This is an optimization exercise on Yosys and OpenROAD, whose aim is small area, not a production implementation.
Function was checked by simulation only, so behaviour that the tests miss may differ from the original.
The clock port is modelled as an ideal driver, which makes a skipped or thinned clock tree look cheaper than it is; a real chip needs a root buffer or a tree.
Power is estimated from default activity; no workload was simulated.

==> inputs of 05-15 <==
==> flow/design.v <==
module uart_tx (
    input wire clk,
    input wire rst,
    input wire send,
    input wire [7:0] data,
    output reg tx,
    output reg busy
);
    localparam [12:0] START = 13'h0e97;
    localparam [12:0] LAST  = 13'h1c50;
    localparam [12:0] MASK  = 13'h01bd;  
    localparam [12:0] POL   = 13'h0aaa;
    reg  [12:0] q;
    wire [12:0] s    = q ^ POL;
    wire        fb   = s[12] ^ (s[3] & s[7]);
    wire        tick = ((s & MASK) == (LAST & MASK));
    wire        run  = busy & ~tick;
    always @(posedge clk)
        q <= (run ? {s[11:0], fb} : START) ^ POL;
    wire       load  = ~busy;         
    wire       shift = tick;          
    wire       hold  = run;           
    reg  [9:0] sr;
    always @(posedge clk)
        sr <= ({10{load}}  & {1'b1, data, 1'b0})
            | ({10{shift}} & {1'b0, sr[9:1]})
            | ({10{hold}}  & sr);
    always @(posedge clk or posedge rst)
        if (rst) begin
            tx   <= 1'b1;
            busy <= 1'b0;
        end else begin
            tx <= sr[0] | ~busy;
            if (!busy)
                busy <= send;
            else if (tick && sr[9:1] == 9'd0)
                busy <= 1'b0;
        end
endmodule
==> flow/flow/run.sh <==
#!/bin/bash
# The standard ORFS layout (standard.sh) with three changes:
#  - synthesis maps the logic with an area-oriented ABC script (synth.tcl,
#    abc_area.script); the registers are the standard synthesis's;
#  - ports are buffered with the smallest buffer (buf_1);
#  - the clock tree is a few clock buffers, each at the centre of a group of
#    nearby flip-flops and fed from the clock port (pre_cts.tcl), instead of
#    TritonCTS's tree.
# Every tool's output is in standard.log and in orfs/logs.
set -euo pipefail
here=$(pwd)
export FLOW_SYNTH_TCL="$here/synth_recipe.tcl"
export AREA_ABC_SCRIPT="$here/flow/abc_area.script"
export BUFFER_PORTS_ARGS="-buffer_cell sky130_fd_sc_hd__buf_1"
export PRE_CTS_TCL="$here/flow/pre_cts.tcl"
export CLOCK_BUFFER_CELL="${CLOCK_BUFFER_CELL:-sky130_fd_sc_hd__clkbuf_4}"
export CLOCK_GROUPS="${CLOCK_GROUPS:-3}"
bash standard.sh "SYNTH_SCRIPT=$here/flow/synth.tcl" finish > standard.log 2>&1
==> flow/flow/abc_area.script <==
strash
dc2
dch -f
amap -m -F 4 -A 8
topo
==> flow/flow/pre_cts.tcl <==
# Runs inside ORFS's cts.tcl before clock_tree_synthesis, in place of
# TritonCTS: the clock sinks are split into CLOCK_GROUPS groups of nearby
# flip-flops (k-means on their positions), and each group is driven by one
# clock buffer at its centre, fed straight from the clock port.
set block [ord::get_db_block]
set dbu [$block getDbUnitsPerMicron]
set clknet [$block findNet clk]
set k $::env(CLOCK_GROUPS)
set pins {}
set pts {}
foreach it [$clknet getITerms] {
  set bbox [[$it getInst] getBBox]
  lappend pins "[[$it getInst] getName]/[[$it getMTerm] getName]"
  lappend pts [list [expr {([$bbox xMin] + [$bbox xMax]) / 2.0 / $dbu}] \
                    [expr {([$bbox yMin] + [$bbox yMax]) / 2.0 / $dbu}]]
}
set n [llength $pts]
# initial centres: spread along x
set sorted [lsort -real -index 0 $pts]
set cs {}
for {set g 0} {$g < $k} {incr g} {
  lappend cs [lindex $sorted [expr {int(($g + 0.5) * $n / $k)}]]
}
for {set iter 0} {$iter < 20} {incr iter} {
  set asg {}
  foreach p $pts {
    set best 0
    set bd 1e30
    for {set g 0} {$g < $k} {incr g} {
      set c [lindex $cs $g]
      set d [expr {pow([lindex $p 0] - [lindex $c 0], 2) + pow([lindex $p 1] - [lindex $c 1], 2)}]
      if {$d < $bd} { set bd $d; set best $g }
    }
    lappend asg $best
  }
  set ncs {}
  for {set g 0} {$g < $k} {incr g} {
    set sx 0.0; set sy 0.0; set m 0
    foreach p $pts a $asg {
      if {$a == $g} { set sx [expr {$sx + [lindex $p 0]}]; set sy [expr {$sy + [lindex $p 1]}]; incr m }
    }
    if {$m > 0} { lappend ncs [list [expr {$sx / $m}] [expr {$sy / $m}]] } else { lappend ncs [lindex $cs $g] }
  }
  set cs $ncs
}
for {set g 0} {$g < $k} {incr g} {
  set loads {}
  foreach pin $pins a $asg { if {$a == $g} { lappend loads [get_pins $pin] } }
  if {[llength $loads] == 0} continue
  set c [lindex $cs $g]
  puts "clock group $g: [llength $loads] sinks, buffer at ($c)"
  insert_buffer -buffer_cell $::env(CLOCK_BUFFER_CELL) -net clk -load_pins $loads \
    -location $c -buffer_name clkbuf_0_clk_$g -net_name clknet_0_clk_$g
}
set_propagated_clock [all_clocks]
proc clock_tree_synthesis {args} {
  puts "clock_tree_synthesis skipped: clock buffers inserted by pre_cts.tcl"
}
==> flow/flow/synth.tcl <==
# The standard synthesis (synth_recipe.tcl in the work folder), with the
# technology mapping done by an area-oriented ABC script (abc_area.script)
# instead of ORFS's speed script. Registers are mapped before ABC runs, so
# they are exactly the standard synthesis's.
trace add variable ::abc_script write {apply {args {
  set ::abc_script $::env(AREA_ABC_SCRIPT)
}}}
source $::env(FLOW_SYNTH_TCL)
==> flow/standard.sh <==
#!/bin/bash
# synth_recipe.tcl (not shown) runs the flow's synth.tcl, then flattens the netlist and writes it again
# the make line also repeats each setting of config.mk as NAME=value (left out here)
make -C /OpenROAD-flow-scripts/flow DESIGN_CONFIG=/design/flow/config.mk WORK_HOME=/design/flow/orfs CLKGATE_MAP_FILE= SYNTH_SCRIPT=/design/flow/synth_recipe.tcl "${@:-finish}"
==> flow/config.mk <==
export PLATFORM = sky130hd
export DESIGN_NAME = uart_tx
export DESIGN_NICKNAME = uart_tx
export VERILOG_FILES = /design/flow/design.v
export SDC_FILE = /design/flow/constraint.sdc
export NUM_CORES = 4
export LEC_CHECK = 0
export CAP_MARGIN = 20
export CORE_AREA = 2.3 2.72 63.7 63.28
export CTS_BUF_LIST = sky130_fd_sc_hd__clkbuf_8
export CTS_CLUSTER_DIAMETER = 100
export CTS_CLUSTER_SIZE = 30
export DIE_AREA = 0 0 66 66
export PLACE_DENSITY = 0.9
export SLEW_MARGIN = 20
==> flow/constraint.sdc <==
create_clock -name core_clock -period 10.0 [get_ports {clk}]
set_input_delay 2.0000 -clock core_clock [delete_from_list [all_inputs] [get_ports {clk}]]
set_output_delay 2.0000 -clock core_clock [all_outputs]
set_load 0.01 [all_outputs]
==> 12-03: changes against 05-15 <==
==> flow/run.sh (new file) <==
#!/bin/bash
# synth_recipe.tcl (not shown) runs the flow's synth.tcl, then flattens the netlist and writes it again
# the make line also repeats each setting of config.mk as NAME=value (left out here)
make -C /OpenROAD-flow-scripts/flow DESIGN_CONFIG=/design/flow/config.mk WORK_HOME=/design/flow/orfs CLKGATE_MAP_FILE= SYNTH_SCRIPT=/design/flow/synth_recipe.tcl finish
removed: flow/flow/run.sh
removed: flow/flow/abc_area.script
removed: flow/flow/pre_cts.tcl
removed: flow/flow/synth.tcl
removed: flow/standard.sh
==> qor summary <==
quantity                                                                                   12-03                    05-15
FF-to-FF path depth                                                                            3                        4
Worst hold-check slack                                                                  368.9 ps                 369.5 ps
Largest net degree at the start of global routing                                             14                       17
Endpoint, Worst Hold                                                                       q[10]                     q[2]
Area of the mapped netlist                                                           849.6 sq um              757.0 sq um
Post-placement cell area                                                              1011 sq um              869.6 sq um
Number of instances in the synthesized netlist                                                79                       69
Leakage                                                                                0.4506 nW                0.3449 nW
Total number of vias                                                                         627                      545
Maximum clock frequency                                                                298.5 MHz                356.0 MHz
Share of the synthesized netlist area taken by xor and xnor gates                         1.031%                       0%
Status                                                                   complete, no violations  complete, no violations
Fillers                                                                                      395                      385
Global Route met3 Usage                                                                   4.089%                   1.193%
Fraction of power spent switching nets                                                    29.04%                   27.97%
Weighted congestion reported at the end of routability-driven placement                   0.7738                   0.7108
Internal power summed over all cells                                                   0.2167 mW                0.1885 mW
Routed length per placed instance                                                       11.64 um                 10.05 um
1st-iter DRT viols                                                                            31                       46
Area fraction in and, or, nand and nor cells after synthesis                              22.68%                   11.57%
Switching Power                                                                       0.08867 mW               0.07319 mW
Post-layout total power                                                                0.3053 mW                0.2617 mW
Area of the multi-input gates                                                        311.5 sq um              203.9 sq um
Number of nets in the synthesized netlist                                                     90                       80
Sequential fraction of the synthesis area                                                 60.24%                   67.60%
Portion of total power attributed to combinational logic                                   21.0%                    18.7%
Hold path startpoint                                                                        q[9]                     q[1]
In 05-15 the design's own scripts or RTL, not TritonCTS, make the clock network.

==> afterwards: timing with drivers on the ports <==
Ports are ideal in the flow. The routed layouts listed here were re-timed in OpenROAD. Step 1 assumes that a clkbuf_16 drives the clock port and a buf_2 every other input. Step 2 moves the port delays by t, midway between the first and last clock arrival at a register: inputs arrive t later, outputs are due t later. That takes back most of the time a late clock gives input paths. Slacks: no drivers / after step 1 / after step 2; pairs: no drivers / after step 1.
run | t, ns | slack for setup (ns) | latest minus earliest clock arrival (ns) | worst slew at a driven data input, ns
05-15 | 0.176 | 7.191 / 7.159 / 7.327 | 0.004 / 0.005 | 0.04
12-03 | 0.285 | 6.649 / 6.626 / 6.911 | 0.002 / 0.003 | 0.03
After both steps every run listed still meets setup and hold.
